This design comes from an exercise in tuning for small area and a short achievable clock period on the open sky130 flow, not from production work.
RTL that was checked went through simulation tests only; none was proved equivalent to the original.
For runs 2 to 6, only the layout was checked, not whether the RTL still works.

==> flow/design.v, too long to show whole: its modules and the start of the top module <==
// module montgomery_kyber: 1483 lines
// module kfa: 6 lines
// module k_a21bo: 5 lines
// module k_a21oi: 5 lines
// module k_and2: 5 lines
// module k_inv: 5 lines
// module k_mux2i: 5 lines
// module k_nand2: 5 lines
// module k_nor2: 5 lines
// module k_o21ai: 5 lines
// module k_o21bai: 5 lines
// module k_or2: 5 lines
// module k_xnor2: 5 lines
// module k_xor2: 5 lines
module montgomery_kyber(clk, a, b, out);
  // ...
==> flow/flow/run.sh <==
#!/bin/bash
set -euo pipefail
MARGIN=${MARGIN:-5.5}
BUF=${BUF:-sky130_fd_sc_hd__buf_2}
RECOVER=${RECOVER:-0}
bash standard.sh "SETUP_SLACK_MARGIN=$MARGIN" \
  "BUFFER_PORTS_ARGS=-buffer_cell $BUF" "RECOVER_POWER=$RECOVER" finish > flow_make.log 2>&1
==> flow/standard.sh <==
#!/bin/bash
# synth_recipe.tcl (not shown) runs the flow's synth.tcl, then flattens the netlist and writes it again
# the make line also repeats each setting of config.mk as NAME=value (left out here)
make -C /OpenROAD-flow-scripts/flow DESIGN_CONFIG=/design/flow/config.mk WORK_HOME=/design/flow/orfs CLKGATE_MAP_FILE= SYNTH_SCRIPT=/design/flow/synth_recipe.tcl "${@:-finish}"
==> flow/config.mk <==
export PLATFORM = sky130hd
export DESIGN_NAME = montgomery_kyber
export DESIGN_NICKNAME = montgomery_kyber
export VERILOG_FILES = /design/flow/design.v
export SDC_FILE = /design/flow/constraint.sdc
export NUM_CORES = 4
export LEC_CHECK = 0
export CAP_MARGIN = 20
export CORE_MARGIN = 2
export CORE_UTILIZATION = 40
export SETUP_SLACK_MARGIN = 5
export SLEW_MARGIN = 20
export SYNTH_HIERARCHICAL = 1
export SYNTH_MINIMUM_KEEP_SIZE = 0
==> flow/constraint.sdc <==
create_clock -name core_clock -period 12.0 [get_ports {clk}]
set_input_delay 2.4000 -clock core_clock [delete_from_list [all_inputs] [get_ports {clk}]]
set_output_delay 2.4000 -clock core_clock [all_outputs]
set_load 0.01 [all_outputs]
==> summary.md, run 1 <==
| Metric | Value |
|---|---|
| Status | complete, no violations |
| Multi-input logic area | 0.005649 sq mm |
| Min-delay worst type | in -> reg |
| Layout area overhead | 9.290% |
| Cell family contributing the most delay on the critical path | adder cells |
| Share of layout cells above drive strength 1 | 13.53% |
| CP max-delay cell | fa_1 |
| Dpl cell area | 0.006659 sq mm |
| First-pass GRT wire length | 22940 microns |
| Number of placed I/O pins | 37 |
| Synth top area cells | fa_1 (41%), xor2_1 (11%), nand2_1 (10%), xnor2_1 (8.3%), dfxtp_1 (7.7%) |
| Gr busiest metal | met2 |
| Total Nets Final | 892 |
| Stages on the worst setup path | 14 |
| Most common cell after layout, fill and taps aside | nand2_1 |
| Fill cell count | 1483 |
| Most frequent cells in the layout | nand2_1 (173), fa_1 (127), xor2_1 (73) |
| Max-cap check violation count | 0 |
| Syn Nets | 850 |
| Met3 Use GR | 1.247% |
| CP most frequent cell | fa_1 |
| Kind of critical path | in -> reg |
| Die width | 128.9 microns |
| Core Area | 0.01520 sq mm |
| CTS tree | yes |
| Post-route minimum period | 6.286 ns |
| Initial core utilization | 41.02% |
| WHS Endpoint | r[0]$_DFF_P_ |
| Number of flip-flops under the largest register name | 24 |
| Slew of the pin with the lowest slew margin | 0.5194 ns |
| Post-synth EDFFs | 0 |
| Gr usage total | 16.90% |
| TritonRoute pass-1 iters | 4 |
| ANT nets after route | 0 |
| Max frequency | 159.1 MHz |
| Setup TNS Final | 0 ns |
==> run 2, diff against run 1 <==
--- a/flow/design.v
+++ b/flow/design.v
@@ -1208,283 +1208,193 @@
 k_o21ai un600 (.a(n599), .b(n589), .c(n580), .y(n600));
 wire n601;
 k_a21oi un601 (.a(n584), .b(n596), .c(n583), .y(n601));
 wire n602;
 k_o21ai un602 (.a(n591), .b(n589), .c(n590), .y(n602));
 wire n603;
 k_o21bai un603 (.a(n595), .b(n589), .c(n593), .y(n603));
 wire n604;
-k_xnor2 un604 (.a(n533), .b(n520), .y(n604));
+k_xor2 un604 (.a(n533), .b(n520), .y(n604));
 wire n605;
-k_xor2 un605 (.a(n535), .b(n556), .y(n605));
+k_xnor2 un605 (.a(n535), .b(n556), .y(n605));
 wire n606;
-k_xor2 un606 (.a(n537), .b(n571), .y(n606));
+k_xnor2 un606 (.a(n537), .b(n571), .y(n606));
 wire n607;
-k_xnor2 un607 (.a(n539), .b(n572), .y(n607));
+k_xor2 un607 (.a(n539), .b(n572), .y(n607));
 wire n608;
-k_xor2 un608 (.a(n541), .b(n585), .y(n608));
+k_xnor2 un608 (.a(n541), .b(n585), .y(n608));
 wire n609;
-k_xnor2 un609 (.a(n543), .b(n587), .y(n609));
+k_xor2 un609 (.a(n543), .b(n587), .y(n609));
 wire n610;
-k_xnor2 un610 (.a(n545), .b(n588), .y(n610));
+k_xor2 un610 (.a(n545), .b(n588), .y(n610));
 wire n611;
-k_xor2 un611 (.a(n547), .b(n589), .y(n611));
+k_xnor2 un611 (.a(n547), .b(n589), .y(n611));
 wire n612;
-k_xor2 un612 (.a(n549), .b(n597), .y(n612));
+k_xnor2 un612 (.a(n549), .b(n597), .y(n612));
 wire n613;
-k_xnor2 un613 (.a(n551), .b(n598), .y(n613));
+k_xor2 un613 (.a(n551), .b(n598), .y(n613));
 wire n614;
-k_xnor2 un614 (.a(n553), .b(n600), .y(n614));
+k_xor2 un614 (.a(n553), .b(n600), .y(n614));
 wire n615;
-k_xor2 un615 (.a(n555), .b(n601), .y(n615));
+k_xnor2 un615 (.a(n555), .b(n601), .y(n615));
 wire n616;
 k_xnor2 un616 (.a(n496), .b(n602), .y(n616));
 wire n617;
-k_xor2 un617 (.a(n480), .b(fs481), .y(n617));
+k_nand2 un617 (.a(n604), .b(n616), .y(n617));
 wire n618;
-k_and2 un618 (.a(n480), .b(fs481), .y(n618));
+k_xor2 un618 (.a(n604), .b(n616), .y(n618));
 wire n619;
-k_xnor2 un619 (.a(fc481), .b(fs482), .y(n619));
+k_nand2 un619 (.a(n612), .b(n616), .y(n619));
 wire n620;
-k_or2 un620 (.a(fc481), .b(fs482), .y(n620));
+k_xor2 un620 (.a(n612), .b(n616), .y(n620));
 wire n621;
-k_xnor2 un621 (.a(fc482), .b(fs483), .y(n621));
+k_nand2 un621 (.a(n614), .b(n616), .y(n621));
 wire n622;
-k_or2 un622 (.a(fc482), .b(fs483), .y(n622));
+k_xor2 un622 (.a(n614), .b(n616), .y(n622));
 wire n623;
-k_xnor2 un623 (.a(fc483), .b(fs484), .y(n623));
+k_nand2 un623 (.a(n615), .b(n616), .y(n623));
 wire n624;
-k_or2 un624 (.a(fc483), .b(fs484), .y(n624));
+k_xor2 un624 (.a(n615), .b(n616), .y(n624));
 wire n625;
-k_xnor2 un625 (.a(fc484), .b(fs485), .y(n625));
+k_inv un625 (.a(n605), .y(n625));
 wire n626;
-k_or2 un626 (.a(fc484), .b(fs485), .y(n626));
+k_nor2 un626 (.a(n625), .b(n617), .y(n626));
 wire n627;
-k_xnor2 un627 (.a(fc485), .b(fs486), .y(n627));
+k_nand2 un627 (.a(n605), .b(n618), .y(n627));
 wire n628;
-k_or2 un628 (.a(fc485), .b(fs486), .y(n628));
+k_nand2 un628 (.a(n607), .b(n606), .y(n628));
 wire n629;
-k_xnor2 un629 (.a(fc486), .b(fs487), .y(n629));
+k_nand2 un629 (.a(n609), .b(n608), .y(n629));
 wire n630;
-k_or2 un630 (.a(fc486), .b(fs487), .y(n630));
+k_nand2 un630 (.a(n611), .b(n610), .y(n630));
 wire n631;
-k_xnor2 un631 (.a(fc487), .b(fs488), .y(n631));
+k_inv un631 (.a(n613), .y(n631));
 wire n632;
-k_or2 un632 (.a(fc487), .b(fs488), .y(n632));
+k_nor2 un632 (.a(n631), .b(n619), .y(n632));
 wire n633;
-k_xor2 un633 (.a(n489), .b(fc488), .y(n633));
+k_nand2 un633 (.a(n613), .b(n620), .y(n633));
 wire n634;
-k_and2 un634 (.a(n489), .b(fc488), .y(n634));
+k_inv un634 (.a(n624), .y(n634));
 wire n635;
-k_xnor2 un635 (.a(n490), .b(n491), .y(n635));
+k_o21ai un635 (.a(n634), .b(n621), .c(n623), .y(n635));
 wire n636;
-k_or2 un636 (.a(n490), .b(n491), .y(n636));
+k_nand2 un636 (.a(n624), .b(n622), .y(n636));
 wire n637;
-k_xor2 un637 (.a(n492), .b(fs493), .y(n637));
+k_nand2 un637 (.a(n606), .b(n626), .y(n637));
 wire n638;
-k_and2 un638 (.a(n492), .b(fs493), .y(n638));
+k_inv un638 (.a(n606), .y(n638));
 wire n639;
-k_xor2 un639 (.a(n494), .b(fc493), .y(n639));
+k_nor2 un639 (.a(n638), .b(n627), .y(n639));
 wire n640;
-k_and2 un640 (.a(n494), .b(fc493), .y(n640));
+k_inv un640 (.a(n628), .y(n640));
 wire n641;
-k_nor2 un641 (.a(n619), .b(n618), .y(n641));
+k_nand2 un641 (.a(n640), .b(n626), .y(n641));
 wire n642;
-k_xor2 un642 (.a(n619), .b(n618), .y(n642));
+k_nor2 un642 (.a(n628), .b(n627), .y(n642));
 wire n643;
-k_nor2 un643 (.a(n621), .b(n620), .y(n643));
+k_inv un643 (.a(n610), .y(n643));
 wire n644;
-k_xor2 un644 (.a(n621), .b(n620), .y(n644));
+k_nor2 un644 (.a(n643), .b(n629), .y(n644));
 wire n645;
-k_nor2 un645 (.a(n623), .b(n622), .y(n645));
+k_nor2 un645 (.a(n630), .b(n629), .y(n645));
 wire n646;
-k_xor2 un646 (.a(n623), .b(n622), .y(n646));
+k_a21bo un646 (.a(n622), .b(n632), .c(n621), .y(n646));
 wire n647;
-k_nor2 un647 (.a(n625), .b(n624), .y(n647));
+k_inv un647 (.a(n622), .y(n647));
 wire n648;
-k_xor2 un648 (.a(n625), .b(n624), .y(n648));
+k_nor2 un648 (.a(n647), .b(n633), .y(n648));
 wire n649;
-k_nor2 un649 (.a(n627), .b(n626), .y(n649));
+k_inv un649 (.a(n636), .y(n649));
 wire n650;
-k_xor2 un650 (.a(n627), .b(n626), .y(n650));
+k_a21oi un650 (.a(n649), .b(n632), .c(n635), .y(n650));
 wire n651;
-k_nor2 un651 (.a(n629), .b(n628), .y(n651));
+k_nor2 un651 (.a(n636), .b(n633), .y(n651));
 wire n652;
-k_xor2 un652 (.a(n629), .b(n628), .y(n652));
+k_inv un652 (.a(n608), .y(n652));
 wire n653;
-k_nor2 un653 (.a(n631), .b(n630), .y(n653));
+k_nor2 un653 (.a(n652), .b(n641), .y(n653));
 wire n654;
-k_xor2 un654 (.a(n631), .b(n630), .y(n654));
+k_nand2 un654 (.a(n608), .b(n642), .y(n654));
 wire n655;
-k_nor2 un655 (.a(n633), .b(n632), .y(n655));
+k_nor2 un655 (.a(n629), .b(n641), .y(n655));
 wire n656;
-k_xor2 un656 (.a(n633), .b(n632), .y(n656));
+k_inv un656 (.a(n629), .y(n656));
 wire n657;
-k_nor2 un657 (.a(n635), .b(n634), .y(n657));
+k_nand2 un657 (.a(n656), .b(n642), .y(n657));
 wire n658;
-k_xor2 un658 (.a(n635), .b(n634), .y(n658));
+k_inv un658 (.a(n644), .y(n658));
 wire n659;
-k_nor2 un659 (.a(n637), .b(n636), .y(n659));
+k_nor2 un659 (.a(n658), .b(n641), .y(n659));
 wire n660;
-k_xor2 un660 (.a(n637), .b(n636), .y(n660));
+k_nand2 un660 (.a(n644), .b(n642), .y(n660));
 wire n661;
-k_nor2 un661 (.a(n639), .b(n638), .y(n661));
+k_inv un661 (.a(n645), .y(n661));
 wire n662;
-k_xor2 un662 (.a(n639), .b(n638), .y(n662));
+k_nor2 un662 (.a(n661), .b(n641), .y(n662));
 wire n663;
-k_nor2 un663 (.a(n496), .b(n640), .y(n663));
+k_nand2 un663 (.a(n645), .b(n642), .y(n663));
 wire n664;
-k_xor2 un664 (.a(n496), .b(n640), .y(n664));
+k_a21bo un664 (.a(n620), .b(n662), .c(n619), .y(n664));
 wire n665;
-k_inv un665 (.a(n520), .y(n665));
+k_inv un665 (.a(n620), .y(n665));
 wire n666;
-k_nor2 un666 (.a(n617), .b(n665), .y(n666));
+k_nor2 un666 (.a(n665), .b(n663), .y(n666));
 wire n667;
-k_a21oi un667 (.a(n644), .b(n641), .c(n643), .y(n667));
+k_inv un667 (.a(n633), .y(n667));
 wire n668;
-k_nand2 un668 (.a(n644), .b(n642), .y(n668));
+k_a21oi un668 (.a(n667), .b(n662), .c(n632), .y(n668));
 wire n669;
-k_a21oi un669 (.a(n648), .b(n645), .c(n647), .y(n669));
+k_nor2 un669 (.a(n633), .b(n663), .y(n669));
 wire n670;
-k_nand2 un670 (.a(n648), .b(n646), .y(n670));
+k_a21oi un670 (.a(n648), .b(n662), .c(n646), .y(n670));
 wire n671;
-k_a21oi un671 (.a(n652), .b(n649), .c(n651), .y(n671));
+k_inv un671 (.a(n648), .y(n671));
 wire n672;
-k_nand2 un672 (.a(n652), .b(n650), .y(n672));
+k_nor2 un672 (.a(n671), .b(n663), .y(n672));
 wire n673;
-k_a21oi un673 (.a(n656), .b(n653), .c(n655), .y(n673));
+k_a21bo un673 (.a(n651), .b(n662), .c(n650), .y(n673));
 wire n674;
-k_nand2 un674 (.a(n656), .b(n654), .y(n674));
+k_inv un674 (.a(n651), .y(n674));
 wire n675;
-k_a21oi un675 (.a(n660), .b(n657), .c(n659), .y(n675));
+k_nor2 un675 (.a(n674), .b(n663), .y(n675));
 wire n676;
-k_nand2 un676 (.a(n660), .b(n658), .y(n676));
+k_xnor2 un676 (.a(n605), .b(n617), .y(n676));
 wire n677;
-k_a21oi un677 (.a(n664), .b(n661), .c(n663), .y(n677));
+k_xor2 un677 (.a(n606), .b(n626), .y(n677));
 wire n678;
-k_nand2 un678 (.a(n664), .b(n662), .y(n678));
+k_xnor2 un678 (.a(n607), .b(n637), .y(n678));
 wire n679;
-k_a21oi un679 (.a(n642), .b(n666), .c(n641), .y(n679));
+k_xnor2 un679 (.a(n608), .b(n641), .y(n679));
 wire n680;
-k_inv un680 (.a(n666), .y(n680));
+k_xor2 un680 (.a(n609), .b(n653), .y(n680));
 wire n681;
-k_o21ai un681 (.a(n668), .b(n680), .c(n667), .y(n681));
+k_xor2 un681 (.a(n610), .b(n655), .y(n681));
 wire n682;
-k_inv un682 (.a(n669), .y(n682));
+k_xor2 un682 (.a(n611), .b(n659), .y(n682));
 wire n683;
-k_a21oi un683 (.a(n650), .b(n682), .c(n649), .y(n683));
+k_xor2 un683 (.a(n620), .b(n662), .y(n683));
 wire n684;
-k_inv un684 (.a(n650), .y(n684));
+k_xor2 un684 (.a(n613), .b(n664), .y(n684));
 wire n685;
-k_nor2 un685 (.a(n684), .b(n670), .y(n685));
+k_xnor2 un685 (.a(n622), .b(n668), .y(n685));
 wire n686;
-k_o21ai un686 (.a(n672), .b(n669), .c(n671), .y(n686));
-wire n687;
-k_nor2 un687 (.a(n672), .b(n670), .y(n687));
-wire n688;
-k_inv un688 (.a(n673), .y(n688));
-wire n689;
-k_a21oi un689 (.a(n658), .b(n688), .c(n657), .y(n689));
-wire n690;
-k_inv un690 (.a(n658), .y(n690));
-wire n691;
-k_nor2 un691 (.a(n690), .b(n674), .y(n691));
-wire n692;
-k_o21ai un692 (.a(n676), .b(n673), .c(n675), .y(n692));
-wire n693;
-k_nor2 un693 (.a(n676), .b(n674), .y(n693));
-wire n694;
-k_a21oi un694 (.a(n646), .b(n681), .c(n645), .y(n694));
-wire n695;
-k_inv un695 (.a(n681), .y(n695));
-wire n696;
-k_o21ai un696 (.a(n670), .b(n695), .c(n669), .y(n696));
-wire n697;
-k_a21bo un697 (.a(n685), .b(n681), .c(n683), .y(n697));
-wire n698;
-k_a21oi un698 (.a(n687), .b(n681), .c(n686), .y(n698));
-wire n699;
-k_a21oi un699 (.a(n662), .b(n692), .c(n661), .y(n699));
-wire n700;
-k_nand2 un700 (.a(n662), .b(n693), .y(n700));
-wire n701;
-k_inv un701 (.a(n692), .y(n701));
-wire n702;
-k_o21ai un702 (.a(n678), .b(n701), .c(n677), .y(n702));
-wire n703;
-k_inv un703 (.a(n678), .y(n703));
-wire n704;
-k_nand2 un704 (.a(n703), .b(n693), .y(n704));
-wire n705;
-k_inv un705 (.a(n698), .y(n705));
-wire n706;
-k_a21oi un706 (.a(n654), .b(n705), .c(n653), .y(n706));
-wire n707;
-k_o21ai un707 (.a(n674), .b(n698), .c(n673), .y(n707));
-wire n708;
-k_inv un708 (.a(n691), .y(n708));
-wire n709;
-k_o21ai un709 (.a(n708), .b(n698), .c(n689), .y(n709));
-wire n710;
-k_a21oi un710 (.a(n693), .b(n705), .c(n692), .y(n710));
-wire n711;
-k_o21ai un711 (.a(n700), .b(n698), .c(n699), .y(n711));
-wire n712;
-k_o21bai un712 (.a(n704), .b(n698), .c(n702), .y(n712));
-wire n713;
-k_xor2 un713 (.a(n617), .b(n520), .y(n713));
-wire n714;
-k_xnor2 un714 (.a(n642), .b(n666), .y(n714));
-wire n715;
-k_xor2 un715 (.a(n644), .b(n679), .y(n715));
-wire n716;
-k_xnor2 un716 (.a(n646), .b(n681), .y(n716));
-wire n717;
-k_xor2 un717 (.a(n648), .b(n694), .y(n717));
-wire n718;
-k_xnor2 un718 (.a(n650), .b(n696), .y(n718));
-wire n719;
-k_xnor2 un719 (.a(n652), .b(n697), .y(n719));
-wire n720;
-k_xor2 un720 (.a(n654), .b(n698), .y(n720));
-wire n721;
-k_xor2 un721 (.a(n656), .b(n706), .y(n721));
-wire n722;
-k_xnor2 un722 (.a(n658), .b(n707), .y(n722));
-wire n723;
-k_xnor2 un723 (.a(n660), .b(n709), .y(n723));
-wire n724;
-k_xor2 un724 (.a(n662), .b(n710), .y(n724));
-wire n725;
-k_xnor2 un725 (.a(n664), .b(n711), .y(n725));
-wire o0;
-k_mux2i uo0 (.s(n616), .a(n604), .b(n713), .y(out[0]));
-wire o1;
-k_mux2i uo1 (.s(n616), .a(n605), .b(n714), .y(out[1]));
-wire o2;
-k_mux2i uo2 (.s(n616), .a(n606), .b(n715), .y(out[2]));
-wire o3;
-k_mux2i uo3 (.s(n616), .a(n607), .b(n716), .y(out[3]));
-wire o4;
-k_mux2i uo4 (.s(n616), .a(n608), .b(n717), .y(out[4]));
-wire o5;
-k_mux2i uo5 (.s(n616), .a(n609), .b(n718), .y(out[5]));
-wire o6;
-k_mux2i uo6 (.s(n616), .a(n610), .b(n719), .y(out[6]));
-wire o7;
-k_mux2i uo7 (.s(n616), .a(n611), .b(n720), .y(out[7]));
-wire o8;
-k_mux2i uo8 (.s(n616), .a(n612), .b(n721), .y(out[8]));
-wire o9;
-k_mux2i uo9 (.s(n616), .a(n613), .b(n722), .y(out[9]));
-wire o10;
-k_mux2i uo10 (.s(n616), .a(n614), .b(n723), .y(out[10]));
-wire o11;
-k_mux2i uo11 (.s(n616), .a(n615), .b(n724), .y(out[11]));
+k_xnor2 un686 (.a(n624), .b(n670), .y(n686));
+assign out[0] = n618;
+assign out[1] = n676;
+assign out[2] = n677;
+assign out[3] = n678;
+assign out[4] = n679;
+assign out[5] = n680;
+assign out[6] = n681;
+assign out[7] = n682;
+assign out[8] = n683;
+assign out[9] = n684;
+assign out[10] = n685;
+assign out[11] = n686;
 endmodule
 module kfa(a, b, c, s, co);
 input a, b, c;
 output s, co;
 assign s = a ^ b ^ c;
 assign co = (a & b) | (a & c) | (b & c);
 endmodule
 module k_a21bo(a, b, c, y);
@@ -1502,21 +1412,16 @@
 output y;
 assign y = a & b;
 endmodule
 module k_inv(a, y);
 input a;
 output y;
 assign y = ~a;
 endmodule
-module k_mux2i(s, a, b, y);
-input s, a, b;
-output y;
-assign y = ~(s ? b : a);
-endmodule
 module k_nand2(a, b, y);
 input a, b;
 output y;
 assign y = ~(a & b);
 endmodule
 module k_nor2(a, b, y);
 input a, b;
 output y;
==> flow/flow/run.sh (replaced) <==
#!/bin/bash
set -euo pipefail
MARGIN=${MARGIN:-5.5}
BUF=${BUF:-sky130_fd_sc_hd__buf_1}
bash standard.sh "SETUP_SLACK_MARGIN=$MARGIN" \
  "BUFFER_PORTS_ARGS=-buffer_cell $BUF" finish > flow_make.log 2>&1
==> run 2 against run 1 <==
Against the previous run: synthesized cell count down 6.9%; area after synthesis down 6.2%; highest routed layer unchanged; setup slack better by 0.0024 ns; critical endpoint is now out[11]; largest cell class unchanged; via count down 8.1%; still clean; critical path type is now reg -> out.
==> summary.md, run 2 <==
| Metric | Value |
|---|---|
| WL final | 12680 microns (was 13060 microns) |
| Ant. Diodes | 0 (unchanged) |
| Max layer used | met4 (unchanged) |
| CTS Buffer Depth | 2 (unchanged) |
| Vias in the first global route | 4685 (was 4949) |
| Initial core utilization | 40.54% (was 41.02%) |
| Max frequency | 159.1 MHz (about the same) |
| Status | complete, no violations (unchanged) |
| Die width | 124.9 microns (was 128.9 microns) |
| First-pass GRT wire length | 21740 microns (was 22940 microns) |
| Max-slew violation count | 0 (unchanged) |
| Root Buffer | clkbuf_16 (unchanged) |
| Share of layout cells above drive strength 1 | 16.79% (was 13.53%) |
| Slew HR | 55.39% (was 65.12%) |
| RSZ-0062 raised after global routing | false (unchanged) |
| Num CTS Buffers | 3 (unchanged) |
| Most used DFF post-synth | dfxtp_1 (unchanged) |
| ANT nets after route | 0 (unchanged) |
| Post-synth top area cell | fa_1 (unchanged) |
| M1 WL | 5395 microns (was 5758 microns) |
| Slew of the pin with the lowest slew margin | 0.6692 ns (was 0.5194 ns) |
| Distinct cells, synth | 14 (unchanged) |
| Synth top area cells | fa_1 (43%), nand2_1 (11%), xor2_1 (9.6%), dfxtp_1 (8.2%), xnor2_1 (7.5%) (was fa_1 (41%), xor2_1 (11%), nand2_1 (10%), xnor2_1 (8.3%), dfxtp_1 (7.7%)) |
| RePlAce Congestion | 0.8347 (was 0.8476) |
| Hold_ws | 2.682 ns (was 2.661 ns) |
| Post-route minimum period | 6.284 ns (was 6.286 ns) |
| Syn Nets | 802 (was 850) |
| Seq/Total Area, Yosys | 8.217% (was 7.705%) |
| Share of the synthesized area in the top cell type | 43.48% (was 40.77%) |
| Gr usage total | 16.87% (was 16.90%) |
| Top Registers | r x24 (unchanged) |
| Starting DRT DRC Count | 175 (was 156) |
| Crit end category | primary output (was flip-flop) |
| Synth Warn # | 7 (unchanged) |
| DP HPWL | 10630 microns (was 11050 microns) |
| Fill cell count | 1411 (was 1483) |
| Final instance area | 0.006570 sq mm (was 0.006815 sq mm) |
| CTS tree | yes (unchanged) |
| Synth top cells by count | nand2_1 (177), fa_1 (127), xor2_1 (64) (was nand2_1 (173), fa_1 (127), xor2_1 (75)) |
| Biggest register | r (unchanged) |
| Worst EP arrival | 3.88 ns (was 6.41 ns) |
| Number of placed I/O pins | 37 (unchanged) |
| Routed length per placed instance | 14.49 microns (was 14.08 microns) |
| Core Area | 0.01442 sq mm (was 0.01520 sq mm) |
| Initial antenna violation count | 0 (unchanged) |
| FF+latch count, synth | 24 (unchanged) |
| Kind of critical path | reg -> out (was in -> reg) |
| TritonRoute pass-1 iters | 4 (unchanged) |
| CTS Sinks | 24 (unchanged) |
| WL met2 | 6542 microns (was 6650 microns) |
| Die H | 124.9 microns (was 128.9 microns) |
| Drc violations | 0 (unchanged) |
| Avg Inst Size Synth | 8.995 sq um (was 8.934 sq um) |
| # setup viols final | 0 (unchanged) |
| Gate Count Post-Synth | 650 (was 698) |
| Vias after detailed routing | 4236 (was 4608) |
| Synth async-reset ratio | 0% (unchanged) |
| Mean number of vias per cell | 4.841 (was 4.971) |
| CP startpoint kind | flip-flop (was input port) |
| Fin crit share | 52.36% (was 52.38%) |
| Post-synth EDFFs | 0 (unchanged) |
| Number of flip-flops under the largest register name | 24 (unchanged) |
| Mapped Area | 0.005847 sq mm (was 0.006236 sq mm) |
| PortBufs | 36 (unchanged) |
| Setup TNS Final | 0 ns (unchanged) |
| Largest net degree at the start of global routing | 13 (was 14) |
| Most common cell after layout, fill and taps aside | nand2_1 (unchanged) |
| Max-cap check violation count | 0 (unchanged) |
| CP max FO | 8 (was 12) |
| Hold buffer count at CTS | 0 (unchanged) |
| Crit path launch | r[11]$_DFF_P_ (was a[1]) |
| WHS Path Cells | 3 (unchanged) |
| FP Rows | 44 (was 45) |
| Most numerous cell in the Yosys netlist | nand2_1 (unchanged) |
| WHS Endpoint | r[0]$_DFF_P_ (unchanged) |
| Total Nets Final | 845 (was 892) |
| CP required | 9.60 ns (was 12.13 ns) |
| Most frequent cells in the layout | nand2_1 (175), fa_1 (126), nor2_1 (50) (was nand2_1 (173), fa_1 (127), xor2_1 (73)) |
| Final count of hold timing violations | 0 (unchanged) |
| Min-delay worst type | in -> reg (unchanged) |
| Layout area overhead | 12.37% (was 9.290%) |
| CTS H-tree lvls | 1 (unchanged) |
| Final Util | 45.55% (was 44.83%) |
| Grt ovf | 0 (unchanged) |
| Clk pin slew, worst setup/hold paths | 0.05 ns (was 0.06 ns) |
| Dpl cell area | 0.006130 sq mm (was 0.006659 sq mm) |
| Worst Min Path Start | a[0] (was b[0]) |
| Die ar. | 0.01560 sq mm (was 0.01660 sq mm) |
| Wire length on met3 | 513 microns (was 521 microns) |
-- run 2: worst max path at each step --
| stage | endpoint | slack (ns) |
|---|---|---|
| floorplan | out[9] | 5.56 |
| global placement | out[9] | 5.11 |
| detailed placement | r[22]$_DFF_P_ | 5.03 |
| CTS | out[9] | 5.49 |
| global route | out[11] | 5.47 |
| finish | out[11] | 5.72 |
-- run 2: final cells by class --
| class | count | area [sq um] | area share (%) |
|---|---|---|---|
| clock buffer | 3 | 75.07 | 1.143 |
| multi-input combinational | 571 | 5348 | 81.39 |
| timing repair buffer | 50 | 269.0 | 4.094 |
| tap | 184 | 230.2 | 3.504 |
| inverter | 43 | 161.4 | 2.457 |
| sequential | 24 | 486.7 | 7.408 |
-- run 2: worst max-delay path: stages, from the launching register on --
cell      delay (ns)
dfxtp_2         0.37
or2_1           0.24
fa_1            0.50
fa_2            0.47
xor2_2          0.20
a21oi_2         0.22
o21ai_4         0.09
a21oi_4         0.22
o21ai_2         0.10
xnor2_2         0.26
buf_6           0.19
xor2_4          0.17
nand2_1         0.10
nor2_2          0.13
a21oi_2         0.07
xnor2_1         0.15
clkbuf_2        0.15
-- run 2: modules after synthesis, one instance, submodules excluded, excerpt --
module	times used	area (sq um)	flops+latches	cells
k_or2	27	6.256	0	1
k_inv	43	3.754	0	1
kfa	127	20.02	0	1
k_o21ai	20	5.005	0	1
k_nand2	177	3.754	0	1
k_o21bai	2	7.507	0	1
-- run 2: logic make-up (layout without fill, tap and decap cells) --
group	after synthesis	after routing	share of synthesized area [%]
AO/OA/AOI/OAI	66	66	8.645
XOR/XNOR	114	114	17.08
AND/OR/NAND/NOR	264	264	18.28
buffers and inverters	55	96	4.301
adder cells (fa/ha/maj)	127	127	43.48
flip-flops	24	24	8.217
-- run 2: per-stage QoR --
step           worst slack, ns  std cells
2_1_floorplan            5.556        650
3_3_place_gp             5.107        858
3_5_place_dp             5.027        858
4_1_cts                  5.487        864
5_1_grt                  5.467        875
6_report                 5.716        875
-- run 2: layer usage --
| metal | track usage (%) | up-vias |
|---|---|---|
| li1 | - | 2043 |
| met1 | 21.73 | 2083 |
| met2 | 30.44 | 93 |
| met3 | 1.503 | 17 |
| met4 | 4.837 | 0 |
| met5 | 0 | - |
-- run 2: what timing repair did --
item | 4_1_cts | 5_1_grt
pin swaps | 3 | 13
buffers inserted | 3 | 11
gates resized for setup | 33 | 32
endpoints found under the setup margin | 15 | 14
==> run 3, diff against run 2 <==
==> flow/flow/run.sh (replaced) <==
#!/bin/bash
set -euo pipefail
MARGIN=${MARGIN:-5.5}
BUF=${BUF:-sky130_fd_sc_hd__buf_1}
RECOVER=${RECOVER:-0}
bash standard.sh "SETUP_SLACK_MARGIN=$MARGIN" \
  "BUFFER_PORTS_ARGS=-buffer_cell $BUF" "RECOVER_POWER=$RECOVER" finish > flow_make.log 2>&1
==> run 3 against run 2 <==
Against the previous run: still clean on timing, DRC and antenna; worst hold slack is the same; global-route usage stayed put; final cell count stayed put; sequential share of layout area did not move; maximum frequency did not move; area after synthesis unchanged; setup slack unchanged.
==> summary.md, run 3 <==
| Metric | Value |
|---|---|
| Largest net degree at the start of global routing | 13 (unchanged) |
| Die H | 124.9 microns (unchanged) |
| DP HPWL | 10630 microns (unchanged) |
| Complex-gate fraction of the synthesized area | 8.645% (unchanged) |
| First-pass GRT wire length | 21740 microns (unchanged) |
| Layout area overhead | 12.37% (unchanged) |
| Num CTS Buffers | 3 (unchanged) |
| Final Util | 45.55% (unchanged) |
| CTS Buffer Depth | 2 (unchanged) |
| Die ar. | 0.01560 sq mm (unchanged) |
| Post-synth top area cell | fa_1 (unchanged) |
| Share of the synthesized area in the top cell type | 43.48% (unchanged) |
| Worst EP arrival | 3.88 ns (about the same) |
| Drc violations | 0 (unchanged) |
| Max frequency | 159.1 MHz (unchanged) |
| Most frequent cells in the layout | nand2_1 (175), fa_1 (126), nor2_1 (50) (unchanged) |
| RSZ-0062 raised after global routing | false (unchanged) |
| Mapped Area | 0.005847 sq mm (unchanged) |
| Crit end category | primary output (unchanged) |
| Crit path launch | r[11]$_DFF_P_ (unchanged) |
| XOR/XNOR Fraction of Synth Area | 17.08% (unchanged) |
| Seq/Total Area, Yosys | 8.217% (unchanged) |
| Min-delay worst type | in -> reg (unchanged) |
| Most numerous cell in the Yosys netlist | nand2_1 (unchanged) |
| PortBufs | 36 (unchanged) |
| Ant. Diodes | 0 (unchanged) |
| Synth top area cells | fa_1 (43%), nand2_1 (11%), xor2_1 (9.6%), dfxtp_1 (8.2%), xnor2_1 (7.5%) (unchanged) |
| Post-Synth Simple-Gate Area | 18.28% (unchanged) |
| Final std cells w/o fill | 875 (unchanged) |
| Biggest register | r (unchanged) |
| Distinct cells, synth | 14 (unchanged) |
| Slew of the pin with the lowest slew margin | 0.6692 ns (unchanged) |
| Mux contribution to synthesized area | 0% (unchanged) |
| Kind of critical path | reg -> out (unchanged) |
| Share of layout cells above drive strength 1 | 16.79% (unchanged) |
| Starting DRT DRC Count | 175 (unchanged) |
| WL final | 12680 microns (unchanged) |
| Initial core utilization | 40.54% (unchanged) |
| Placed insts | 858 (unchanged) |
| Clk pin slew, worst setup/hold paths | 0.05 ns (about the same) |
| Max-cap check violation count | 0 (unchanged) |
| Max-slew violation count | 0 (unchanged) |
| Mean number of vias per cell | 4.841 (unchanged) |
| Largest family of logic cells by synthesized area | adder cells (unchanged) |
| # setup viols final | 0 (unchanged) |
| Most used DFF post-synth | dfxtp_1 (unchanged) |
| Number of flip-flops under the largest register name | 24 (unchanged) |
| Die width | 124.9 microns (unchanged) |
| Initial antenna violation count | 0 (unchanged) |
| Grt ovf | 0 (unchanged) |
| Worst Setup EP | out[11] (unchanged) |
| Gr usage total | 16.87% (unchanged) |
| Avg Inst Size Synth | 8.995 sq um (unchanged) |
| Syn Nets | 802 (unchanged) |
| Root Buffer | clkbuf_16 (unchanged) |
| Vias after detailed routing | 4236 (unchanged) |
| FF+latch count, synth | 24 (unchanged) |
| Routed length per placed instance | 14.49 microns (unchanged) |
| Status | complete, no violations (unchanged) |
| Hold buffer count at CTS | 0 (unchanged) |
| CTS Sinks | 24 (unchanged) |
| Slew HR | 55.39% (unchanged) |
| Synth top cells by count | nand2_1 (177), fa_1 (127), xor2_1 (64) (unchanged) |
| Top Registers | r x24 (unchanged) |
| Synth Area in Adders | 43.48% (unchanged) |
| Gate Count Post-Synth | 650 (unchanged) |
| Synth async-reset ratio | 0% (unchanged) |
| Hold_ws | 2.682 ns (unchanged) |
| CP max FO | 8 (unchanged) |
| ANT nets after route | 0 (unchanged) |
| CTS H-tree lvls | 1 (unchanged) |
| Final count of hold timing violations | 0 (unchanged) |
| CTS tree | yes (unchanged) |
| Total Nets Final | 845 (unchanged) |
| Core Area | 0.01442 sq mm (unchanged) |
| FP Rows | 44 (unchanged) |
| CP startpoint kind | flip-flop (unchanged) |
| TritonRoute pass-1 iters | 4 (unchanged) |
| Vias in the first global route | 4685 (unchanged) |
| Setup TNS Final | 0 ns (unchanged) |
| Fin crit share | 52.36% (unchanged) |
| Number of placed I/O pins | 37 (unchanged) |
| Post-route minimum period | 6.284 ns (unchanged) |
| Most common cell after layout, fill and taps aside | nand2_1 (unchanged) |
| RePlAce Congestion | 0.8347 (unchanged) |
| Synth Warn # | 7 (unchanged) |
| CP required | 9.60 ns (about the same) |
| Post-synth EDFFs | 0 (unchanged) |
-- run 3: cell counts in the layout (fill, tap and decap cells not counted) --
Identical to the previous run, type by type.
-- run 3: per-module statistics from Yosys, one instance, submodules excluded, excerpt --
module	cell area, sq um	copies in the design
k_a21bo	10.01	4
k_inv	3.754	43
k_nand2	3.754	177
k_nor2	3.754	56
k_o21ai	5.005	20
k_or2	6.256	27
k_xnor2	8.758	50
k_xor2	8.758	64
montgomery_kyber	570.5	1
-- run 3: cells by family after synthesis --
| logic type | count (synthesis) |
|---|---|
| buffers and inverters | 55 |
| AND/OR/NAND/NOR | 264 |
| flip-flops | 24 |
| AO/OA/AOI/OAI | 66 |
| XOR/XNOR | 114 |
| adder cells (fa/ha/maj) | 127 |
-- run 3: area by class of cell --
class / count / area, sq um
Tap cell: 184 / 230.2
Fill cell: 1411 / 7854
Multi-Input combinational cell: 571 / 5348
Timing Repair Buffer: 50 / 269.0
Inverter: 43 / 161.4
Clock buffer: 3 / 75.07
Sequential cell: 24 / 486.7
-- run 3: routing by layer --
layer  wire, microns  GRT usage, %
met1            5395         21.73
met2            6542         30.44
met3             513         1.503
met4             225         4.837
met5               0             0
-- run 3: worst min path at each step --
stage	startpoint	end	slack (ns)	cells after the start
6_report	a[0]	r[0]$_DFF_P_	2.68	3
5_1_grt	a[0]	r[0]$_DFF_P_	2.71	3
4_1_cts	a[0]	r[0]$_DFF_P_	2.68	3
3_5_place_dp	b[0]	r[0]$_DFF_P_	3.07	3
3_3_place_gp	b[0]	r[0]$_DFF_P_	3.08	3
2_1_floorplan	b[0]	r[0]$_DFF_P_	2.59	2
-- run 3: worst max-delay path, stage by stage, from the launching register on --
cell      delay, ns
dfxtp_2        0.37
or2_1          0.24
fa_1           0.50
fa_2           0.47
xor2_2         0.20
a21oi_2        0.22
o21ai_4        0.09
a21oi_4        0.22
o21ai_2        0.10
xnor2_2        0.26
buf_6          0.19
xor2_4         0.17
nand2_1        0.10
nor2_2         0.13
a21oi_2        0.07
xnor2_1        0.15
clkbuf_2       0.15
-- run 3: timing repair --
item,4_1_cts,5_1_grt
endpoints found under the setup margin,15,14
pin swaps,3,13
buffers inserted,3,11
cloned,0,0
gates resized for setup,33,32
-- run 3: metrics by stage --
step	instance area [sq um]	setup WS (ns)
final	6570	5.716
after floorplan	5854	5.556
after CTS	6347	5.487
after global routing	6570	5.467
after global placement	6130	5.107
after detailed placement	6130	5.027
==> run 4, diff against run 3 <==
--- a/flow/flow/run.sh
+++ b/flow/flow/run.sh
@@ -1,5 +1,5 @@
 #!/bin/bash
 set -euo pipefail
-MARGIN=${MARGIN:-5.5}
+MARGIN=${MARGIN:-5.75}
 BUF=${BUF:-sky130_fd_sc_hd__buf_1}
 RECOVER=${RECOVER:-0}
==> run 4 against run 3 <==
Against the previous run: still clean; synthesized cell count unchanged; largest cell class unchanged; setup slack better by 0.10 ns; highest routed layer unchanged.
==> summary.md, run 4 <==
| Metric | Value |
|---|---|
| Status | complete, no violations (unchanged) |
| Max-cap check violation count | 0 (unchanged) |
| Slew HR | 66.00% (was 55.39%) |
| PortBufs | 36 (unchanged) |
| # setup viols final | 0 (unchanged) |
| FF+latch count, synth | 24 (unchanged) |
| Fin crit share | 51.50% (was 52.36%) |
| Layout area overhead | 18.45% (was 12.37%) |
| Max frequency | 161.8 MHz (was 159.1 MHz) |
| Worst EP arrival | 3.78 ns (was 3.88 ns) |
| Avg Inst Size Synth | 8.995 sq um (unchanged) |
| Synth async-reset ratio | 0% (unchanged) |
| Num CTS Buffers | 3 (unchanged) |
| Number of placed I/O pins | 37 (unchanged) |
| Synth Warn # | 7 (unchanged) |
| Starting DRT DRC Count | 235 (was 175) |
| Die H | 124.9 microns (unchanged) |
| Routed length per placed instance | 14.96 microns (was 14.49 microns) |
| Total Nets Final | 865 (was 845) |
| RePlAce Congestion | 0.8644 (was 0.8347) |
| TritonRoute pass-1 iters | 5 (was 4) |
| Most numerous cell in the Yosys netlist | nand2_1 (unchanged) |
| Final count of hold timing violations | 0 (unchanged) |
| ANT nets after route | 0 (unchanged) |
| Mapped Area | 0.005847 sq mm (unchanged) |
| CP startpoint kind | flip-flop (unchanged) |
| Crit end category | primary output (unchanged) |
| DP HPWL | 10640 microns (was 10630 microns) |
| Synth top area cells | fa_1 (43%), nand2_1 (11%), xor2_1 (9.6%), dfxtp_1 (8.2%), xnor2_1 (7.5%) (unchanged) |
| Drc violations | 0 (unchanged) |
| Top Registers | r x24 (unchanged) |
| Ant. Diodes | 0 (unchanged) |
| CTS H-tree lvls | 1 (unchanged) |
| Mean number of vias per cell | 4.891 (was 4.841) |
| Clk pin slew, worst setup/hold paths | 0.06 ns (was 0.05 ns) |
| Number of flip-flops under the largest register name | 24 (unchanged) |
| Multi-input logic area | 0.005451 sq mm (was 0.005348 sq mm) |
| M1 WL | 5578 microns (was 5395 microns) |
| Max layer used | met4 (unchanged) |
| Post-synth top area cell | fa_1 (unchanged) |
| CTS Sinks | 24 (unchanged) |
| Initial core utilization | 40.54% (unchanged) |
| WL met2 | 7089 microns (was 6542 microns) |
| Distinct cells, synth | 14 (unchanged) |
| CP max FO | 5 (was 8) |
| Slew of the pin with the lowest slew margin | 0.5063 ns (was 0.6692 ns) |
| Final Util | 48.01% (was 45.55%) |
| Kind of critical path | reg -> out (unchanged) |
| CTS tree | yes (unchanged) |
| Post-synth EDFFs | 0 (unchanged) |
| Synth top cells by count | nand2_1 (177), fa_1 (127), xor2_1 (64) (unchanged) |
| FP Rows | 44 (unchanged) |
| Most frequent cells in the layout | nand2_1 (170), fa_1 (123), nor2_1 (48) (was nand2_1 (175), fa_1 (126), nor2_1 (50)) |
| Gr usage total | 17.30% (was 16.87%) |
| Min-delay worst type | in -> reg (unchanged) |
| Die width | 124.9 microns (unchanged) |
| Vias after detailed routing | 4382 (was 4236) |
| CP required | 9.60 ns (about the same) |
| Post-route minimum period | 6.180 ns (was 6.284 ns) |
| CTS Buffer Depth | 2 (unchanged) |
| Biggest register | r (unchanged) |
| WL final | 13400 microns (was 12680 microns) |
| Register area | 496.7 sq um (was 486.7 sq um) |
| Share of the synthesized area in the top cell type | 43.48% (unchanged) |
| Max-slew violation count | 0 (unchanged) |
| Wire length on met3 | 599 microns (was 513 microns) |
| Grt ovf | 0 (unchanged) |
| Vias in the first global route | 4745 (was 4685) |
| Gate Count Post-Synth | 650 (unchanged) |
| Die ar. | 0.01560 sq mm (unchanged) |
| First-pass GRT wire length | 22350 microns (was 21740 microns) |
| Seq/Total Area, Yosys | 8.217% (unchanged) |
| Most common cell after layout, fill and taps aside | nand2_1 (unchanged) |
| Core Area | 0.01442 sq mm (unchanged) |
| Root Buffer | clkbuf_16 (unchanged) |
| Most used DFF post-synth | dfxtp_1 (unchanged) |
| Hold buffer count at CTS | 0 (unchanged) |
| Setup TNS Final | 0 ns (unchanged) |
| Initial antenna violation count | 0 (unchanged) |
| Share of layout cells above drive strength 1 | 23.88% (was 16.79%) |
| Largest net degree at the start of global routing | 15 (was 13) |
| Syn Nets | 802 (unchanged) |
| RSZ-0062 raised after global routing | true (was false) |
| Fill cell count | 1384 (was 1411) |
## run 4: cell type report
type | instances | share of cell area, %
clock buffers | 3 | 1.084
clock inverters | 1 | 0.4336
multi-input cells | 571 | 78.72
repair buffers | 70 | 6.938
flip-flops and latches | 24 | 7.173
inverters | 43 | 2.331
well taps | 184 | 3.324
## run 4: worst paths after layout
| check | endpoint | cells past startpoint | slack, ns | start |
|---|---|---|---|---|
| setup / recovery | out[9] | 16 | 5.82 | r[6]$_DFF_P_ |
| hold / removal | r[0]$_DFF_P_ | 3 | 2.59 | a[0] |
## run 4: worst max-delay path: stages, from the launching register on
cell	delay [ns]
dfxtp_2	0.35
or2_1	0.24
fa_1	0.46
fa_1	0.58
xor2_2	0.25
nand2_2	0.13
nor2_4	0.14
a21oi_4	0.08
o21ai_2	0.16
xnor2_2	0.16
nand2_1	0.12
nor2_2	0.14
nand2_2	0.12
nor2_4	0.17
a21bo_1	0.14
xor2_1	0.12
buf_2	0.14
## run 4: stage by stage
step | cell area, sq um | setup WS [ns] | std cells | hold WS (ns)
floorplan | 5866 | 5.772 | 650 | 2.594
global placement | 6141 | 5.086 | 858 | 3.102
detailed placement | 6141 | 5.001 | 858 | 3.100
CTS | 6608 | 5.754 | 879 | 2.687
global route | 6925 | 5.573 | 896 | 2.600
finish | 6925 | 5.820 | 896 | 2.586
## run 4: Yosys stat by module, one instance, submodules excluded
module            cells  cell area [sq um]
k_a21bo               1              10.01
k_a21oi               1              8.758
k_and2                1              6.256
k_inv                 1              3.754
k_nand2               1              3.754
k_nor2                1              3.754
k_o21ai               1              5.005
k_o21bai              1              7.507
k_or2                 1              6.256
k_xnor2               1              8.758
k_xor2                1              8.758
kfa                   1              20.02
montgomery_kyber     36              570.5
## run 4: cells by family (layout without fill, tap and decap cells)
| family | Yosys count | count (layout) | share of synthesized area (%) |
|---|---|---|---|
| DFF | 24 | 24 | 8.217 |
| AOI/OAI and AO/OA | 66 | 66 | 8.645 |
| buffers and inverters | 55 | 117 | 4.301 |
| and+or+nand+nor | 264 | 264 | 18.28 |
| xor gates and xnor gates | 114 | 114 | 17.08 |
| adders and majority gates | 127 | 127 | 43.48 |
## run 4: timing repair
item / 4_1_cts / 5_1_grt
buffers inserted: 17 / 17
gates resized for setup: 58 / 69
endpoints found under the setup margin: 22 / 20
endpoints found under the hold margin: 0 / 0
pin swaps: 16 / 34
## run 4: metal layers
layer,vias up,GRT usage (%)
met1,2178,22.82
met4,0,3.725
met2,118,31.73
li1,2078,-
met3,8,0.8591
met5,-,0
==> run 5, diff against run 4 <==
--- a/flow/flow/run.sh
+++ b/flow/flow/run.sh
@@ -1,5 +1,5 @@
 #!/bin/bash
 set -euo pipefail
-MARGIN=${MARGIN:-5.75}
+MARGIN=${MARGIN:-5.5}
 BUF=${BUF:-sky130_fd_sc_hd__buf_1}
 RECOVER=${RECOVER:-0}
--- a/flow/config.mk
+++ b/flow/config.mk
@@ -9,4 +9,5 @@
 export CORE_MARGIN = 2
 export CORE_UTILIZATION = 40
+export CTS_BUF_LIST = sky130_fd_sc_hd__clkbuf_4 sky130_fd_sc_hd__clkbuf_8
 export SETUP_SLACK_MARGIN = 5
 export SLEW_MARGIN = 20
==> run 5 against run 4 <==
Against the previous run: wire length decreased by 6.2%; area after synthesis unchanged; synthesized cell count unchanged; sequential share of layout area increased by 0.34 points; via count decreased by 3.3%; clock-buffer cell count unchanged; final area decreased by 5.9%.
==> summary.md, run 5 <==
| Metric | Value |
|---|---|
| Most used DFF post-synth | dfxtp_1 (unchanged) |
| Initial core utilization | 40.54% (unchanged) |
| TritonRoute pass-1 iters | 4 (was 5) |
| Number of placed I/O pins | 37 (unchanged) |
| Die H | 124.9 microns (unchanged) |
| Mapped Area | 0.005847 sq mm (unchanged) |
| Die ar. | 0.01560 sq mm (unchanged) |
| CP most frequent cell | a21oi_2 |
| Post-synth EDFFs | 0 (unchanged) |
| Seq/Total Area, Yosys | 8.217% (unchanged) |
| PortBufs | 36 (unchanged) |
| CTS Buffer Depth | 2 (unchanged) |
| ANT nets after route | 0 (unchanged) |
| Share of the synthesized area in the top cell type | 43.48% (unchanged) |
| Distinct cells, synth | 14 (unchanged) |
| CTS Sinks | 24 (unchanged) |
| Num CTS Buffers | 3 (unchanged) |
| Most common cell after layout, fill and taps aside | nand2_1 (unchanged) |
| Largest net degree at the start of global routing | 13 (was 15) |
| Biggest register | r (unchanged) |
| Min-delay worst type | in -> reg (unchanged) |
| Most frequent cells in the layout | nand2_1 (175), fa_1 (126), nor2_1 (50) (was nand2_1 (170), fa_1 (123), nor2_1 (48)) |
| Max-cap check violation count | 0 (unchanged) |
| Synth async-reset ratio | 0% (unchanged) |
| Status | complete, no violations (unchanged) |
| Avg Inst Size Synth | 8.995 sq um (unchanged) |
| Gr usage total | 16.76% (was 17.30%) |
| Worst Setup EP | out[11] (was out[9]) |
| Worst EP arrival | 3.88 ns (was 3.78 ns) |
| Layout area overhead | 11.45% (was 18.45%) |
| Slew of the pin with the lowest slew margin | 0.6660 ns (was 0.5063 ns) |
| FF+latch count, synth | 24 (unchanged) |
| Multi-input logic area | 0.005348 sq mm (was 0.005451 sq mm) |
| Initial antenna violation count | 0 (unchanged) |
| Starting DRT DRC Count | 193 (was 235) |
| FP Rows | 44 (unchanged) |
| WL final | 12580 microns (was 13400 microns) |
| Crit end category | primary output (unchanged) |
| # setup viols final | 0 (unchanged) |
| Setup TNS Final | 0 ns (unchanged) |
| Clk pin slew, worst setup/hold paths | 0.07 ns (was 0.06 ns) |
| Hold buffer count at CTS | 0 (unchanged) |
| Gate Count Post-Synth | 650 (unchanged) |
| Synth Warn # | 7 (unchanged) |
| CP cell instances | or2_1 > fa_1 > fa_2 > xor2_2 > a21oi_2 > o21ai_4 > a21oi_4 > o21ai_2 > xnor2_2 > buf_6 > xor2_4 > nand2_1 > nor2_2 > a21oi_2 > xnor2_1 > clkbuf_2 (was or2_1 > fa_1 > fa_1 > xor2_2 > nand2_2 > nor2_4 > a21oi_4 > o21ai_2 > xnor2_2 > nand2_1 > nor2_2 > nand2_2 > nor2_4 > a21bo_1 > xor2_1 > buf_2) |
| Stages on the worst setup path | 16 (unchanged) |
| Synth top cells by count | nand2_1 (177), fa_1 (127), xor2_1 (64) (unchanged) |
| Max-slew violation count | 0 (unchanged) |
| CP required | 9.60 ns (about the same) |
| Crit path launch | r[11]$_DFF_P_ (was r[6]$_DFF_P_) |
| Drc violations | 0 (unchanged) |
| Synth top area cells | fa_1 (43%), nand2_1 (11%), xor2_1 (9.6%), dfxtp_1 (8.2%), xnor2_1 (7.5%) (unchanged) |
| Vias in the first global route | 4684 (was 4745) |
| Vias after detailed routing | 4237 (was 4382) |
| CTS tree | yes (unchanged) |
| Post-route minimum period | 6.278 ns (was 6.180 ns) |
| CP startpoint kind | flip-flop (unchanged) |
| Slew HR | 55.60% (was 66.00%) |
| RePlAce Congestion | 0.8347 (was 0.8644) |
| Fin crit share | 52.32% (was 51.50%) |
| CP max-delay cell | fa_1 (unchanged) |
| CP max FO | 8 (was 5) |
| Post-synth top area cell | fa_1 (unchanged) |
| Register area | 489.2 sq um (was 496.7 sq um) |
| Share of layout cells above drive strength 1 | 16.72% (was 23.88%) |
| Mean number of vias per cell | 4.859 (was 4.891) |
| Final count of hold timing violations | 0 (unchanged) |
| Die width | 124.9 microns (unchanged) |
| First-pass GRT wire length | 21640 microns (was 22350 microns) |
| Total Nets Final | 842 (was 865) |
| CP Buf/Inv Count | 2 (was 1) |
| CP peak stage delay | 0.50 ns (was 0.58 ns) |
| Kind of critical path | reg -> out (unchanged) |
| Top Registers | r x24 (unchanged) |
| Routed length per placed instance | 14.42 microns (was 14.96 microns) |
| CTS H-tree lvls | 1 (unchanged) |
| DP HPWL | 10630 microns (was 10640 microns) |
| Core Area | 0.01442 sq mm (unchanged) |
| Syn Nets | 802 (unchanged) |
| RSZ-0062 raised after global routing | true (unchanged) |
| Cell family contributing the most delay on the critical path | adder cells (was simple AND/OR/NAND/NOR gates) |
| Grt ovf | 0 (unchanged) |
| Fill cell count | 1419 (was 1384) |
| Ant. Diodes | 0 (unchanged) |
| Max frequency | 159.3 MHz (was 161.8 MHz) |
| Most numerous cell in the Yosys netlist | nand2_1 (unchanged) |
| Root Buffer | clkbuf_8 (was clkbuf_16) |
| Worst Min Path Start | a[0] (unchanged) |
| Number of flip-flops under the largest register name | 24 (unchanged) |
[run 5: Yosys stat by module (local to each module, per instance)]
module	cell area, sq um	times used	cells	flip-flops and latches
montgomery_kyber	570.5	1	36	24
kfa	20.02	127	1	0
k_a21bo	10.01	4	1	0
k_a21oi	8.758	40	1	0
k_xnor2	8.758	50	1	0
k_xor2	8.758	64	1	0
k_o21bai	7.507	2	1	0
k_and2	6.256	4	1	0
k_or2	6.256	27	1	0
k_o21ai	5.005	20	1	0
k_inv	3.754	43	1	0
k_nand2	3.754	177	1	0
k_nor2	3.754	56	1	0
[run 5: how the worst min path moves through the flow]
stage,cells past startpoint,to,slack (ns)
finish,3,r[0]$_DFF_P_,2.67
global route,3,r[0]$_DFF_P_,2.70
CTS,3,r[0]$_DFF_P_,2.67
detailed placement,3,r[0]$_DFF_P_,3.07
global placement,3,r[0]$_DFF_P_,3.08
floorplan,2,r[0]$_DFF_P_,2.59
[run 5: cell families (layout without fill, tap and decap cells)]
family	Yosys count	after routing	synth area share, %
compound gates	66	66	8.645
xor+xnor	114	114	17.08
fa+ha+maj	127	127	43.48
buf+inv	55	93	4.301
flops	24	24	8.217
simple gates	264	264	18.28
[run 5: timing repair]
| item | CTS | global route |
|---|---|---|
| pin swaps | 3 | 11 |
| resized for setup | 33 | 34 |
| endpoints found under the setup margin | 15 | 12 |
| setup buffers | 3 | 8 |
| hold endpoints to repair | 0 | 0 |
[run 5: final cells by class]
cell class | instances | area share, %
clock buffer | 3 | 0.6336
inverter | 43 | 2.477
tap | 184 | 3.533
timing repair buffer | 47 | 3.783
sequential | 24 | 7.508
multi-input combinational | 571 | 82.07
[run 5: per-layer routing]
metal  GRT usage (%)  share of wire [%]  vias to the layer above
met5               0                  0                        -
met4           4.902                1.5                        0
met3           1.589                4.7                       14
met2           30.28                 51                       94
met1           21.44                 42                     2095
li1                -                  -                     2034
[run 5: stage by stage]
stage	setup slack, ns	utilization, %	cell area, sq um	std cells	hold slack, ns
global placement	5.107	42.50	6130	858	3.083
detailed placement	5.027	42.50	6130	858	3.073
floorplan	5.556	-	5854	650	2.594
CTS	5.507	43.77	6314	864	2.671
global route	5.479	45.18	6516	872	2.705
finish	5.722	45.18	6516	872	2.667
==> run 6, diff against run 5 <==
--- a/flow/config.mk
+++ b/flow/config.mk
@@ -9,5 +9,5 @@
 export CORE_MARGIN = 2
 export CORE_UTILIZATION = 40
-export CTS_BUF_LIST = sky130_fd_sc_hd__clkbuf_4 sky130_fd_sc_hd__clkbuf_8
+export CTS_BUF_LIST = sky130_fd_sc_hd__clkbuf_2 sky130_fd_sc_hd__clkbuf_4
 export SETUP_SLACK_MARGIN = 5
 export SLEW_MARGIN = 20
==> run 6 against run 5 <==
Against the previous run: critical endpoint unchanged; sequential share of layout area is 0.053 points higher; maximum frequency is 0.59% lower; largest cell class unchanged; die area stayed put; synthesized cell count stayed put; still clean on timing, DRC and antenna; area after synthesis stayed put.
==> summary.md, run 6 <==
| Metric | Value |
|---|---|
| CTS Sinks | 24 (unchanged) |
| Gr busiest metal | met2 (unchanged) |
| Fin crit share | 52.62% (was 52.32%) |
| Die H | 124.9 microns (unchanged) |
| CP max-delay cell | fa_1 (unchanged) |
| CP Buf/Inv Count | 3 (was 2) |
| Total Nets Final | 852 (was 842) |
| Synth top area cells | fa_1 (43%), nand2_1 (11%), xor2_1 (9.6%), dfxtp_1 (8.2%), xnor2_1 (7.5%) (unchanged) |
| Grt ovf | 0 (unchanged) |
| CTS H-tree lvls | 1 (unchanged) |
| CP cell instances | or2_1 > fa_1 > fa_2 > xor2_2 > a21oi_2 > o21ai_4 > a21oi_4 > o21ai_2 > xnor2_2 > buf_6 > xor2_4 > inv_1 > nor2_2 > a21oi_2 > xnor2_1 > buf_2 (was or2_1 > fa_1 > fa_2 > xor2_2 > a21oi_2 > o21ai_4 > a21oi_4 > o21ai_2 > xnor2_2 > buf_6 > xor2_4 > nand2_1 > nor2_2 > a21oi_2 > xnor2_1 > clkbuf_2) |
| GR Util met1 | 21.48% (was 21.44%) |
| Synth async-reset ratio | 0% (unchanged) |
| Num CTS Buffers | 3 (unchanged) |
| Status | complete, no violations (unchanged) |
| Dpl cell area | 0.006130 sq mm (unchanged) |
| Kind of critical path | reg -> out (unchanged) |
| Drc violations | 0 (unchanged) |
| Gate Count Post-Synth | 650 (unchanged) |
| DP HPWL | 10630 microns (unchanged) |
| Most used DFF post-synth | dfxtp_1 (unchanged) |
| Core Area | 0.01442 sq mm (unchanged) |
| Final instance area | 0.006603 sq mm (was 0.006516 sq mm) |
| Final count of hold timing violations | 0 (unchanged) |
| Synth top cells by count | nand2_1 (177), fa_1 (127), xor2_1 (64) (unchanged) |
| WL final | 12730 microns (was 12580 microns) |
| Fill cell count | 1413 (was 1419) |
| Max-slew violation count | 0 (unchanged) |
| Max frequency | 158.4 MHz (was 159.3 MHz) |
| CP required | 9.60 ns (about the same) |
| Slew HR | 56.02% (was 55.60%) |
| Vias after detailed routing | 4284 (was 4237) |
| Number of flip-flops under the largest register name | 24 (unchanged) |
| ANT nets after route | 0 (unchanged) |
| Cell family contributing the most delay on the critical path | adder cells (unchanged) |
| Most common cell after layout, fill and taps aside | nand2_1 (unchanged) |
| Starting DRT DRC Count | 171 (was 193) |
| Met3 Use GR | 1.589% (unchanged) |
| Seq/Total Area, Yosys | 8.217% (unchanged) |
| FF+latch count, synth | 24 (unchanged) |
| Top Registers | r x24 (unchanged) |
| Post-route minimum period | 6.315 ns (was 6.278 ns) |
| FP Rows | 44 (unchanged) |
| Most numerous cell in the Yosys netlist | nand2_1 (unchanged) |
| Crit end category | primary output (unchanged) |
| Vias in the first global route | 4681 (was 4684) |
| RSZ-0062 raised after global routing | true (unchanged) |
| Worst EP arrival | 3.91 ns (was 3.88 ns) |
| Max-cap check violation count | 0 (unchanged) |
| CP most frequent cell | a21oi_2 (unchanged) |
| PortBufs | 36 (unchanged) |
| Layout area overhead | 12.93% (was 11.45%) |
| Mapped Area | 0.005847 sq mm (unchanged) |
| Syn Nets | 802 (unchanged) |
| Post-synth EDFFs | 0 (unchanged) |
| Min-delay worst type | in -> reg (unchanged) |
| Share of layout cells above drive strength 1 | 18.48% (was 16.72%) |
| Die ar. | 0.01560 sq mm (unchanged) |
| Root Buffer | clkbuf_4 (was clkbuf_8) |
| RePlAce Congestion | 0.8347 (unchanged) |
| Biggest register | r (unchanged) |
| Ant. Diodes | 0 (unchanged) |
| Setup TNS Final | 0 ns (unchanged) |
| Initial core utilization | 40.54% (unchanged) |
| CP max FO | 6 (was 8) |
| Die width | 124.9 microns (unchanged) |
| CP startpoint kind | flip-flop (unchanged) |
| Distinct cells, synth | 14 (unchanged) |
| Post-synth top area cell | fa_1 (unchanged) |
| Avg Inst Size Synth | 8.995 sq um (unchanged) |
| CTS tree | yes (unchanged) |
| # setup viols final | 0 (unchanged) |
| Share of the synthesized area in the top cell type | 43.48% (unchanged) |
| CTS Buffer Depth | 2 (unchanged) |
| CP peak stage delay | 0.56 ns (was 0.50 ns) |
| Largest net degree at the start of global routing | 13 (unchanged) |
| Most frequent cells in the layout | nand2_1 (174), fa_1 (125), nor2_1 (49) (was nand2_1 (175), fa_1 (126), nor2_1 (50)) |
| Mean number of vias per cell | 4.857 (was 4.859) |
| Initial antenna violation count | 0 (unchanged) |
| Clk pin slew, worst setup/hold paths | 0.11 ns (was 0.07 ns) |
| Number of placed I/O pins | 37 (unchanged) |
| GR Layer Usage met2 | 30.28% (unchanged) |
| First-pass GRT wire length | 21640 microns (unchanged) |
| Routed length per placed instance | 14.43 microns (was 14.42 microns) |
| Gr usage total | 16.74% (was 16.76%) |
| Synth Warn # | 7 (unchanged) |
| Hold buffer count at CTS | 0 (unchanged) |
| Slew of the pin with the lowest slew margin | 0.6596 ns (was 0.6660 ns) |
| TritonRoute pass-1 iters | 4 (unchanged) |
[run 6: cell counts after synthesis]
No cell type changed its count.
[run 6: cell type report]
| class | count | area, sq um | area share [%] |
|---|---|---|---|
| inverters | 43 | 161.4 | 2.445 |
| flip-flops and latches | 24 | 499.2 | 7.561 |
| multi-input cells | 571 | 5364 | 81.24 |
| well taps | 184 | 230.2 | 3.487 |
| repair buffers | 57 | 325.3 | 4.927 |
| clock buffers | 3 | 22.52 | 0.3411 |
[run 6: path summary, 6_finish.rpt]
check	from	to	slack, ns	depth (start not counted)
max	r[3]$_DFF_P_	out[11]	5.69	16
min	a[0]	r[0]$_DFF_P_	2.63	3
[run 6: kinds of logic after synthesis]
family	count (synthesis)	share of synthesized area (%)
AND/OR/NAND/NOR	264	18.28
AO/OA/AOI/OAI	66	8.645
adder cells (fa/ha/maj)	127	43.48
flip-flops	24	8.217
buffers and inverters	55	4.301
XOR/XNOR	114	17.08
[run 6: what timing repair did]
| item | in CTS | in global routing |
|---|---|---|
| buffers inserted | 3 | 18 |
| pin swaps | 5 | 23 |
| setup endpoints to repair | 13 | 13 |
| gates resized for setup | 36 | 44 |
[run 6: modules after synthesis (local to each module, per instance), excerpt]
module | copies in the design | flops+latches | cell area (sq um)
montgomery_kyber | 1 | 24 | 570.5
k_nand2 | 177 | 0 | 3.754
k_xor2 | 64 | 0 | 8.758
k_xnor2 | 50 | 0 | 8.758
k_nor2 | 56 | 0 | 3.754
k_or2 | 27 | 0 | 6.256
k_o21ai | 20 | 0 | 5.005
k_a21oi | 40 | 0 | 8.758
k_a21bo | 4 | 0 | 10.01
k_o21bai | 2 | 0 | 7.507
k_and2 | 4 | 0 | 6.256
kfa | 127 | 0 | 20.02
[run 6: metal layers]
metal  share of wire (%)  vias to the layer above
met5                   0                        -
met4                 1.3                        0
met3                 4.4                       12
met2                  52                       95
met1                  42                     2118
li1                    -                     2059
[run 6: metrics by stage]
step | std cells | hold slack (ns) | utilization [%] | setup slack (ns)
after detailed placement | 858 | 3.073 | 42.50 | 5.027
after floorplan | 650 | 2.594 | - | 5.556
after CTS | 864 | 2.619 | 43.71 | 5.496
after global routing | 882 | 2.647 | 45.78 | 5.426
after global placement | 858 | 3.083 | 42.50 | 5.107
final | 882 | 2.631 | 45.78 | 5.685

[separate check: timing with driven ports]
In the flow no input, the clock included, has a driving cell. The finished layouts below were timed again as built, in two steps.
Step 1 (the two cells are an assumption about what drives the block):
set clk [get_ports {clk}]
set_driving_cell -lib_cell sky130_fd_sc_hd__clkbuf_16 $clk
set_driving_cell -lib_cell sky130_fd_sc_hd__buf_2 [delete_from_list [all_inputs] $clk]
Step 2, shift: input delay + t, output delay - t, t = (earliest + latest rising clock arrival at the registers) / 2. This alone moves slack from input paths to output paths.
Slacks: ideal ports / drivers / drivers and shift; pairs: ideal ports / drivers.
| run | t (ns) | slack for setup (ns) | worst hold slack (ns) | worst slew at a driven data input, ns |
|---|---|---|---|---|
| run 1 | 0.285 | 5.714 / 5.688 / 5.444 | 2.661 / 2.644 / 2.929 | 0.03 |
| run 2 | 0.285 | 5.716 / 5.682 / 5.450 | 2.682 / 2.666 / 2.951 | 0.03 |
| run 3 | 0.285 | 5.716 / 5.682 / 5.450 | 2.682 / 2.666 / 2.951 | 0.03 |
| run 4 | 0.283 | 5.820 / 5.787 / 5.612 | 2.586 / 2.588 / 2.871 | 0.04 |
| run 5 | 0.282 | 5.722 / 5.692 / 5.459 | 2.667 / 2.655 / 2.937 | 0.03 |
| run 6 | 0.317 | 5.685 / 5.655 / 5.390 | 2.631 / 2.619 / 2.936 | 0.03 |
After both steps setup and hold are still met in every run listed. The setup slack of run 6, which loses most, moves by -0.030 ns with the drivers and by -0.295 ns with both steps.
